Context: an optimization exercise on an open-source flow, tuned for small area. The choices shown serve that exercise and are no tape-out recipe.
Only simulation tests tie the RTL to the original design; equivalence was not proved.

Setup of run A:
==> flow/design.v (excerpt) <==
module rgb_to_ycrcb(input clk,
	input [7:0] r,
	input [7:0] g,
	input [7:0] b,
	output [7:0] y,
	output [7:0] cr,
	output [7:0] cb);
reg w1_197;
reg w1_198;
reg w1_199;
reg w1_200;
reg w1_201;
reg w1_202;
reg w1_203;
reg w1_204;
reg w1_205;
reg w1_206;
reg w1_207;
reg w1_208;
reg w1_209;
reg w1_210;
reg w1_211;
reg w1_212;
reg r1_229;
reg r1_230;
reg r1_231;
reg r1_232;
reg r1_233;
reg r1_234;
reg r1_235;
reg r1_236;
reg b1_237;
reg b1_238;
reg b1_239;
reg b1_240;
reg b1_241;
reg b1_242;
reg b1_243;
reg b1_244;
reg y2_302;
reg y2_303;
reg y2_304;
reg y2_305;
reg y2_306;
reg y2_307;
reg y2_308;
reg y2_309;
reg wl2_310;
reg wl2_311;
reg wl2_312;
reg wl2_313;
reg wl2_314;
reg wl2_315;
reg wl2_316;
reg dh2_317;
reg dh2_318;
reg dh2_319;
reg dh2_320;
reg dh2_321;
reg dh2_322;
reg dh2_323;
reg dh2_324;
reg dh2_325;
reg eh2_326;
reg eh2_327;
reg eh2_328;
reg eh2_329;
reg eh2_330;
reg eh2_331;
reg eh2_332;
reg eh2_333;
reg eh2_334;
reg cr3_627;
reg cr3_628;
reg cr3_629;
reg cr3_630;
reg cr3_631;
reg cr3_632;
reg cr3_633;
reg cr3_634;
reg cb3_635;
reg cb3_636;
reg cb3_637;
reg cb3_638;
reg cb3_639;
reg cb3_640;
reg cb3_641;
reg cb3_642;
reg y3_643;
reg y3_644;
reg y3_645;
reg y3_646;
reg y3_647;
reg y3_648;
reg y3_649;
reg y3_650;
wire s1;
wire c2;
wire s3;
wire c4;
wire s5;
wire c6;
wire s7;
wire c8;
wire s9;
wire c10;
wire s11;
wire c12;
wire s13;
wire c14;
wire s15;
wire c16;
wire s17;
wire c18;
wire s19;
wire c20;
wire s21;
wire c22;
wire s23;
wire c24;
wire s25;
wire c26;
wire s27;
wire c28;
wire s29;
wire c30;
wire s31;
wire c32;
wire s33;
wire c34;
wire s35;
wire c36;
wire s37;
wire c38;
wire s39;
wire c40;
wire s41;
wire c42;
wire s43;
wire c44;
wire s45;
wire c46;
wire s47;
wire c48;
wire s49;
wire c50;
wire s51;
wire c52;
wire s53;
wire c54;
wire s55;
wire c56;
wire s57;
wire c58;
wire s59;
wire c60;
wire s61;
wire c62;
wire s63;
wire c64;
wire s65;
wire c66;
wire s67;
wire c68;
wire s69;
wire c70;
wire s71;
wire c72;
wire s73;
wire c74;
wire s75;
wire c76;
wire s77;
wire c78;
wire s79;
wire c80;
wire s81;
wire c82;
wire s83;
wire c84;
wire s85;
wire c86;
wire s87;
wire c88;
wire s89;
wire c90;
wire s91;
wire c92;
wire s93;
wire c94;
wire s95;
wire c96;
wire s97;
wire c98;
  ...
==> flow/config.mk <==
export PLATFORM = sky130hd
export DESIGN_NAME = rgb_to_ycrcb
export DESIGN_NICKNAME = rgb_to_ycrcb
export VERILOG_FILES = /design/flow/design.v
export SDC_FILE = /design/flow/constraint.sdc
export NUM_CORES = 4
export LEC_CHECK = 0
export CAP_MARGIN = 20
export CORE_MARGIN = 2
export CORE_UTILIZATION = 70
export PLACE_DENSITY = 0.8
export SLEW_MARGIN = 20
export SYNTH_HIERARCHICAL = 1
export SYNTH_MINIMUM_KEEP_SIZE = 0
==> flow/constraint.sdc <==
create_clock -name core_clock -period 5.0 [get_ports {clk}]
set_input_delay 1.0000 -clock core_clock [delete_from_list [all_inputs] [get_ports {clk}]]
set_output_delay 1.0000 -clock core_clock [all_outputs]
set_load 0.01 [all_outputs]
standard.sh (not shown) runs the stock make flow with config.mk's settings and CLKGATE_MAP_FILE= SYNTH_SCRIPT=/design/flow/synth_recipe.tcl, a recipe that flattens the netlist after the stock synthesis.
==> flow/flow/run.sh <==
#!/bin/bash
bash standard.sh "BUFFER_PORTS_ARGS=-buffer_cell sky130_fd_sc_hd__buf_1" \
  "CTS_ARGS=-sink_clustering_enable -repair_clock_nets -dont_use_dummy_load -buf_list {sky130_fd_sc_hd__clkbuf_4 sky130_fd_sc_hd__clkbuf_8} -sink_clustering_size 20" \
  finish > standard.log 2>&1
Both conditions hold for run A: the flow ran to the end and the final layout passed the timing, DRC and antenna checks.
Inputs modified between run A and run B:
- CORE_UTILIZATION now 80, was 70
- PLACE_DENSITY now 0.9, was 0.8
[summary]
- Comparing run A with run B, the stage delay of the slowest cell on the critical path came out essentially unchanged.
- Comparing run A against run B, there is no change at all in final-stage net count.
- Any difference in fraction of area in registers between run B and run A is small enough to ignore.
- On run B: width of the chip is 5.6 um lower than what run A gave.
- Changes observed in run B relative to run A: growth of design area from synthesis to finish has decreased, synthesized area saw little to no change, clock period minus worst slack saw an increase.
- Timing endpoint of the critical path: dh2_325 -> run B, eh2_334 -> run A
- Of run B and run A, the run reporting the lower number of design-rule violations left by the first detailed-router iteration was run A.
- The global-route met1 utilization reported for run B is greater than that of run A by 12 points.
--- input diff run B..run C ---
- CORE_UTILIZATION now 70, was 80
- PLACE_DENSITY now 0.8, was 0.9
==> flow/flow/run.sh <==
#!/bin/bash
bash standard.sh "BUFFER_PORTS_ARGS=-buffer_cell sky130_fd_sc_hd__buf_1" \
  "CTS_ARGS=-sink_clustering_enable -repair_clock_nets -dont_use_dummy_load -root_buf sky130_fd_sc_hd__clkbuf_8 -buf_list sky130_fd_sc_hd__clkbuf_4 -sink_clustering_size 20" \
  finish > standard.log 2>&1
## What came out
Run C has more setup slack than run B.
All-layer global routing usage: run C vs run B down 11 points
Comparing run C with run B, the sequential share of layout area came out essentially unchanged.
Number of I/O pins came out exactly the same in run C and run B.
Number of well taps in run C is about 30% above run B.
Core utilization for run C is lower than for run B.
Run C vs run B, destination of the critical timing path: eh2_334 vs dh2_325
Standard-cell row count went up by a few percent going from run B to run C.

---

rgb_to_ycrcb, a different RTL version from the one above (not shown whole).
For scale: about 450 cells after synthesis, ~49 I/O pins, ~5600 sq um of cells after synthesis.
// rgb_to_ycrcb
module rgb_to_ycrcb(input clk,
	input [7:0] r,
	input [7:0] g,
	input [7:0] b,
	output [7:0] y,
	output [7:0] cr,
	output [7:0] cb);
clock: 5.0 ns
lec_check: 0
cap_margin: 20
core_margin: 2
core_utilization: 40
slew_margin: 20
synth_hierarchical: 1
synth_minimum_keep_size: 0
==> flow/flow/run.sh <==
#!/bin/bash
bash standard.sh > standard.log 2>&1
The first run completed without violations.
Next try:
==> flow/flow/run.sh (replaced) <==
#!/bin/bash
bash standard.sh "BUFFER_PORTS_ARGS=-buffer_cell sky130_fd_sc_hd__buf_1" finish > standard.log 2>&1
Settings changed: CORE_UTILIZATION 40 to 60, CTS_BUF_LIST set to sky130_fd_sc_hd__clkbuf_8, CTS_CLUSTER_SIZE set to 20.
=> Worst setup slack gains 78 ps; synthesized area stays the same; core utilization came out higher by 18 points; via count came out lower by a few percent; sequential share of layout area came out higher by 2.1 points; maximum frequency came out higher slightly.

---

Another version of the RTL of rgb_to_ycrcb (not shown whole).
For scale: roughly 430 cells after synthesis, roughly 89 flip-flops, about 49 I/O pins.
Settings: LEC_CHECK=0, CAP_MARGIN=20, CORE_MARGIN=2, CORE_UTILIZATION=70, PLACE_DENSITY=0.8, SLEW_MARGIN=20, SYNTH_HIERARCHICAL=1, SYNTH_MINIMUM_KEEP_SIZE=0; clock period 5.0 ns.
==> flow/flow/run.sh <==
#!/bin/bash
bash standard.sh "BUFFER_PORTS_ARGS=-buffer_cell sky130_fd_sc_hd__buf_1" \
  "CTS_ARGS=-sink_clustering_enable -repair_clock_nets -dont_use_dummy_load -buf_list sky130_fd_sc_hd__clkbuf_8 -sink_clustering_size 30" \
  finish > standard.log 2>&1
The first run finished clean.
Edit:
==> flow/flow/run.sh (replaced) <==
#!/bin/bash
bash standard.sh "BUFFER_PORTS_ARGS=-buffer_cell sky130_fd_sc_hd__buf_1" \
  "CTS_ARGS=-sink_clustering_enable -repair_clock_nets -dont_use_dummy_load -buf_list {sky130_fd_sc_hd__clkbuf_4 sky130_fd_sc_hd__clkbuf_8} -sink_clustering_size 20" \
  finish > standard.log 2>&1
- utilization is unchanged
- cell area stays the same
- global-route usage stays the same
- fmax is unchanged
- worst setup slack stays the same
- first-iteration DRC count stays the same
- synthesized area is unchanged

---

## the baseline
RTL: one of the versions met above, not the one the previous note started from.
For scale: roughly 450 cells after synthesis, ~49 I/O pins, ~5600 sq um of cells after synthesis.
Settings: LEC_CHECK=0, CAP_MARGIN=20, CORE_MARGIN=2, CORE_UTILIZATION=40, SLEW_MARGIN=20, SYNTH_HIERARCHICAL=1, SYNTH_MINIMUM_KEEP_SIZE=0; clock period 5.0 ns.
==> flow/flow/run.sh <==
#!/bin/bash
bash standard.sh "BUFFER_PORTS_ARGS=-buffer_cell sky130_fd_sc_hd__buf_1" finish > standard.log 2>&1
The baseline: flow completed, timing, DRC and antenna clean
Here is what was changed in the inputs of the candidate compared with the baseline.
==> flow/run.sh (new file) <==
#!/bin/bash
# synth_recipe.tcl (not shown) runs the flow's synth.tcl, then flattens the netlist and writes it again
# the make line also repeats each setting of config.mk as NAME=value (left out here)
make -C /OpenROAD-flow-scripts/flow DESIGN_CONFIG=/design/flow/config.mk WORK_HOME=/design/flow/orfs CLKGATE_MAP_FILE= SYNTH_SCRIPT=/design/flow/synth_recipe.tcl finish
removed: flow/flow/run.sh
removed: flow/standard.sh
==> run summary <==
- In summary, the candidate completed successfully, with a layout that passed the timing, DRC and antenna checks.
- The run showing the greater maximum frequency is the baseline.
- Lower wire length among the candidate and the baseline: the baseline
- The candidate ends up with a shortest period the worst path allows that is 0.031 ns higher than in the baseline.
- The final reports for the candidate and the baseline show worst setup margin lower in the former.
- Sum of routed wire segments on met1 was higher in the run labelled the candidate.

---

== build 54 ==
rgb_to_ycrcb, a different RTL version from the one above (not shown whole).
For scale: about 87 flip-flops, roughly 5000 um2 of cells after synthesis.
==> flow/config.mk <==
export PLATFORM = sky130hd
export DESIGN_NAME = rgb_to_ycrcb
export DESIGN_NICKNAME = rgb_to_ycrcb
export VERILOG_FILES = /design/flow/design.v
export SDC_FILE = /design/flow/constraint.sdc
export NUM_CORES = 4
export LEC_CHECK = 0
export CAP_MARGIN = 20
export CORE_MARGIN = 2
export CORE_UTILIZATION = 70
export PLACE_DENSITY = 0.8
export SLEW_MARGIN = 20
export SYNTH_HIERARCHICAL = 1
export SYNTH_MINIMUM_KEEP_SIZE = 0
==> flow/constraint.sdc <==
create_clock -name core_clock -period 5.0 [get_ports {clk}]
set_input_delay 1.0000 -clock core_clock [delete_from_list [all_inputs] [get_ports {clk}]]
set_output_delay 1.0000 -clock core_clock [all_outputs]
set_load 0.01 [all_outputs]
==> flow/flow/run.sh <==
#!/bin/bash
bash standard.sh "BUFFER_PORTS_ARGS=-buffer_cell sky130_fd_sc_hd__buf_1" \
  "CTS_ARGS=-sink_clustering_enable -repair_clock_nets -dont_use_dummy_load -buf_list {sky130_fd_sc_hd__clkbuf_4 sky130_fd_sc_hd__clkbuf_8} -sink_clustering_size 20" \
  finish > standard.log 2>&1
[inputs] build 78 vs build 54
==> flow/flow/run.sh <==
#!/bin/bash
bash standard.sh "BUFFER_PORTS_ARGS=-buffer_cell sky130_fd_sc_hd__buf_1" \
  "CTS_ARGS=-sink_clustering_enable -repair_clock_nets -dont_use_dummy_load -root_buf sky130_fd_sc_hd__clkbuf_16 -buf_list sky130_fd_sc_hd__clkbuf_4 -sink_clustering_size 10 -sink_buffer_max_cap_derate 1.0" \
  finish > standard.log 2>&1
## What came out
- Signed area change from the synthesized netlist to the final layout, build 78 and build 54, lower one = build 54.
- Row overall global routing resource usage: build 78 higher / build 54 lower
- Number of antenna violations at the first check in global routing: build 54 vs build 78 identical
- Per the comparison of build 78 with build 54, count of fill cells added during filler insertion dropped 37.
- Summary — sequential share of layout area, build 78 relative to build 54: lower, by 0.62 points.
- The core of build 78 is more densely filled than that of build 54.
- [build 78 vs build 54] shortest period the worst path allows: higher in build 78
- Final period utilization: build 78 vs build 54 up 2.9 points
- For the wire length, build 78 came in about 18% higher than build 54 did.
- On CTS clock-pin slew for the worst setup and hold paths, build 78 and build 54 are neck and neck.
### build 78 -> build 98
==> flow/flow/run.sh <==
#!/bin/bash
bash standard.sh "BUFFER_PORTS_ARGS=-buffer_cell sky130_fd_sc_hd__buf_1" \
  "CTS_ARGS=-sink_clustering_enable -repair_clock_nets -dont_use_dummy_load -root_buf sky130_fd_sc_hd__clkbuf_8 -buf_list {sky130_fd_sc_hd__clkbuf_4 sky130_fd_sc_hd__clkbuf_8} -sink_clustering_size 20 -sink_buffer_max_cap_derate 0.5" \
  finish > standard.log 2>&1
==> run summary <==
Comparing aggregate routed wire length for build 78 and build 98, the smaller number came from build 98.
Inputs modified between build 98 and build 13:
==> flow/flow/run.sh <==
#!/bin/bash
bash standard.sh "BUFFER_PORTS_ARGS=-buffer_cell sky130_fd_sc_hd__buf_1" \
  "CTS_ARGS=-sink_clustering_enable -repair_clock_nets -dont_use_dummy_load -buf_list {sky130_fd_sc_hd__clkbuf_8 sky130_fd_sc_hd__clkbuf_16} -sink_clustering_size 45 -sink_clustering_max_diameter 200" \
  finish > standard.log 2>&1
## What came out
- Build 13 and build 98 ended up with nearly the same area overhead of the layout relative to synthesis.
- Reported for build 13 and build 98, number of instances in the synthesized netlist turned out identical to the last digit.
- First-iteration DRC count: build 13 vs build 98 identical
- Reported for build 13 and build 98, net count after synthesis turned out identical to the last digit.
- Diff build 98 -> build 13: area of the mapped netlist shows no meaningful change; number of maximum-capacitance constraint violations shows no meaningful change; routed wire length on met2 shows no meaningful change; number of nets in the final layout shows no meaningful change.

---

Another version of the RTL of rgb_to_ycrcb (not shown whole).
For scale: about 340 cells after synthesis, ~49 I/O pins, ~4900 sq um of cells after synthesis.
Design rgb_to_ycrcb, start of the top module:
module rgb_to_ycrcb(input clk,
	input [7:0] r,
	input [7:0] g,
	input [7:0] b,
	output [7:0] y,
	output [7:0] cr,
	output [7:0] cb);
==> flow/config.mk <==
export PLATFORM = sky130hd
export DESIGN_NAME = rgb_to_ycrcb
export DESIGN_NICKNAME = rgb_to_ycrcb
export VERILOG_FILES = /design/flow/design.v
export SDC_FILE = /design/flow/constraint.sdc
export NUM_CORES = 4
export LEC_CHECK = 0
export CAP_MARGIN = 20
export CORE_MARGIN = 2
export CORE_UTILIZATION = 60
export PLACE_DENSITY = 0.7
export SLEW_MARGIN = 20
export SYNTH_HIERARCHICAL = 1
export SYNTH_MINIMUM_KEEP_SIZE = 0
==> flow/constraint.sdc <==
create_clock -name core_clock -period 5.0 [get_ports {clk}]
set_input_delay 1.0000 -clock core_clock [delete_from_list [all_inputs] [get_ports {clk}]]
set_output_delay 1.0000 -clock core_clock [all_outputs]
set_load 0.01 [all_outputs]
==> flow/flow/run.sh <==
#!/bin/bash
bash standard.sh "BUFFER_PORTS_ARGS=-buffer_cell sky130_fd_sc_hd__buf_1" \
  "CTS_ARGS=-sink_clustering_enable -repair_clock_nets -dont_use_dummy_load -buf_list {sky130_fd_sc_hd__clkbuf_4 sky130_fd_sc_hd__clkbuf_8} -sink_clustering_size 20" \
  GPL_KEEP_OVERFLOW=0 finish > standard.log 2>&1
Next try:
==> flow/flow/run.sh (replaced) <==
#!/bin/bash
bash standard.sh "BUFFER_PORTS_ARGS=-buffer_cell sky130_fd_sc_hd__buf_1" \
  "CTS_ARGS=-sink_clustering_enable -repair_clock_nets -dont_use_dummy_load -buf_list {sky130_fd_sc_hd__clkbuf_4 sky130_fd_sc_hd__clkbuf_8} -sink_clustering_size 20" \
  finish > standard.log 2>&1
CORE_UTILIZATION = 70   (was 60)
PLACE_DENSITY = 0.8   (was 0.7)
Result: Count of clock-buffer cells in the layout is unchanged; final area climbs by 0.72%; synthesized cell count is unchanged; setup slack barely changes; sequential share of layout area drops by 0.31 points; wire length climbs by 3.3%.
Next try:
==> flow/flow/run.sh (replaced) <==
#!/bin/bash
bash standard.sh "BUFFER_PORTS_ARGS=-buffer_cell sky130_fd_sc_hd__buf_1" \
  "CTS_ARGS=-sink_clustering_enable -repair_clock_nets -dont_use_dummy_load -buf_list {sky130_fd_sc_hd__clkbuf_4 sky130_fd_sc_hd__clkbuf_8} -sink_clustering_size 20" \
  GPL_KEEP_OVERFLOW=0 finish > standard.log 2>&1
Result: Setup slack got worse by 0.0041 ns. Clock-buffer cell count does not change. Wire length is higher slightly. Sequential share of layout area is higher by 0.32 points. Final cell count is lower slightly.

==> re-timing with driven ports <==
No port has a modelled driver above. Below, the same layouts with a new extraction and two added sets of constraints.
Step 1, drivers: a clkbuf_16 drives clk and a buf_2 each remaining input, both assumed.
Step 2, shift: input delay + t, output delay - t, t = (earliest + latest rising clock arrival at the registers) / 2. This alone moves slack from input paths to output paths.
Three values: ideal ports, drivers, drivers and shift; two values: the first two.
| run | t, ns | setup slack, ns | clock arrival spread, ns | worst register clock-pin slew, ns |
|---|---|---|---|---|
| run A | 0.374 | 0.122 / 0.122 / -0.054 | 0.027 / 0.027 | 0.09 / 0.09 |
| run B | 0.373 | 0.075 / 0.075 / -0.192 | 0.018 / 0.019 | 0.08 / 0.08 |
| run C | 0.374 | 0.122 / 0.122 / -0.054 | 0.027 / 0.027 | 0.09 / 0.09 |
| the first run of note 2 | 0.374 | 0.184 / 0.184 / 0.184 | 0.011 / 0.011 | 0.06 / 0.06 |
| the second run of note 2 | 0.392 | 0.261 / 0.261 / 0.261 | 0.013 / 0.013 | 0.09 / 0.09 |
| the first run of note 3 | 0.371 | 0.180 / 0.180 / -0.048 | 0.033 / 0.034 | 0.09 / 0.09 |
| the second run of note 3 | 0.371 | 0.180 / 0.180 / -0.048 | 0.033 / 0.034 | 0.09 / 0.09 |
| the baseline | 0.377 | 0.215 / 0.215 / 0.215 | 0.008 / 0.008 | 0.06 / 0.06 |
| the candidate | 0.374 | 0.184 / 0.184 / 0.184 | 0.011 / 0.011 | 0.06 / 0.06 |
| build 54 | 0.363 | 0.403 / 0.404 / 0.040 | 0.037 / 0.037 | 0.10 / 0.10 |
| build 78 | 0.355 | 0.260 / 0.266 / -0.090 | 0.017 / 0.017 | 0.06 / 0.06 |
| build 98 | 0.363 | 0.403 / 0.404 / 0.040 | 0.037 / 0.037 | 0.10 / 0.10 |
| build 13 | 0.363 | 0.403 / 0.404 / 0.040 | 0.037 / 0.037 | 0.10 / 0.10 |
| the first run of note 6 | 0.359 | 0.224 / 0.224 / 0.044 | 0.035 / 0.036 | 0.09 / 0.09 |
| the second run of note 6 | 0.365 | 0.225 / 0.225 / 0.087 | 0.043 / 0.043 | 0.10 / 0.10 |
| the third run of note 6 | 0.366 | 0.221 / 0.221 / -0.012 | 0.035 / 0.034 | 0.10 / 0.10 |
With both steps, setup timing fails in 7 of these runs, where it was met with ideal ports.
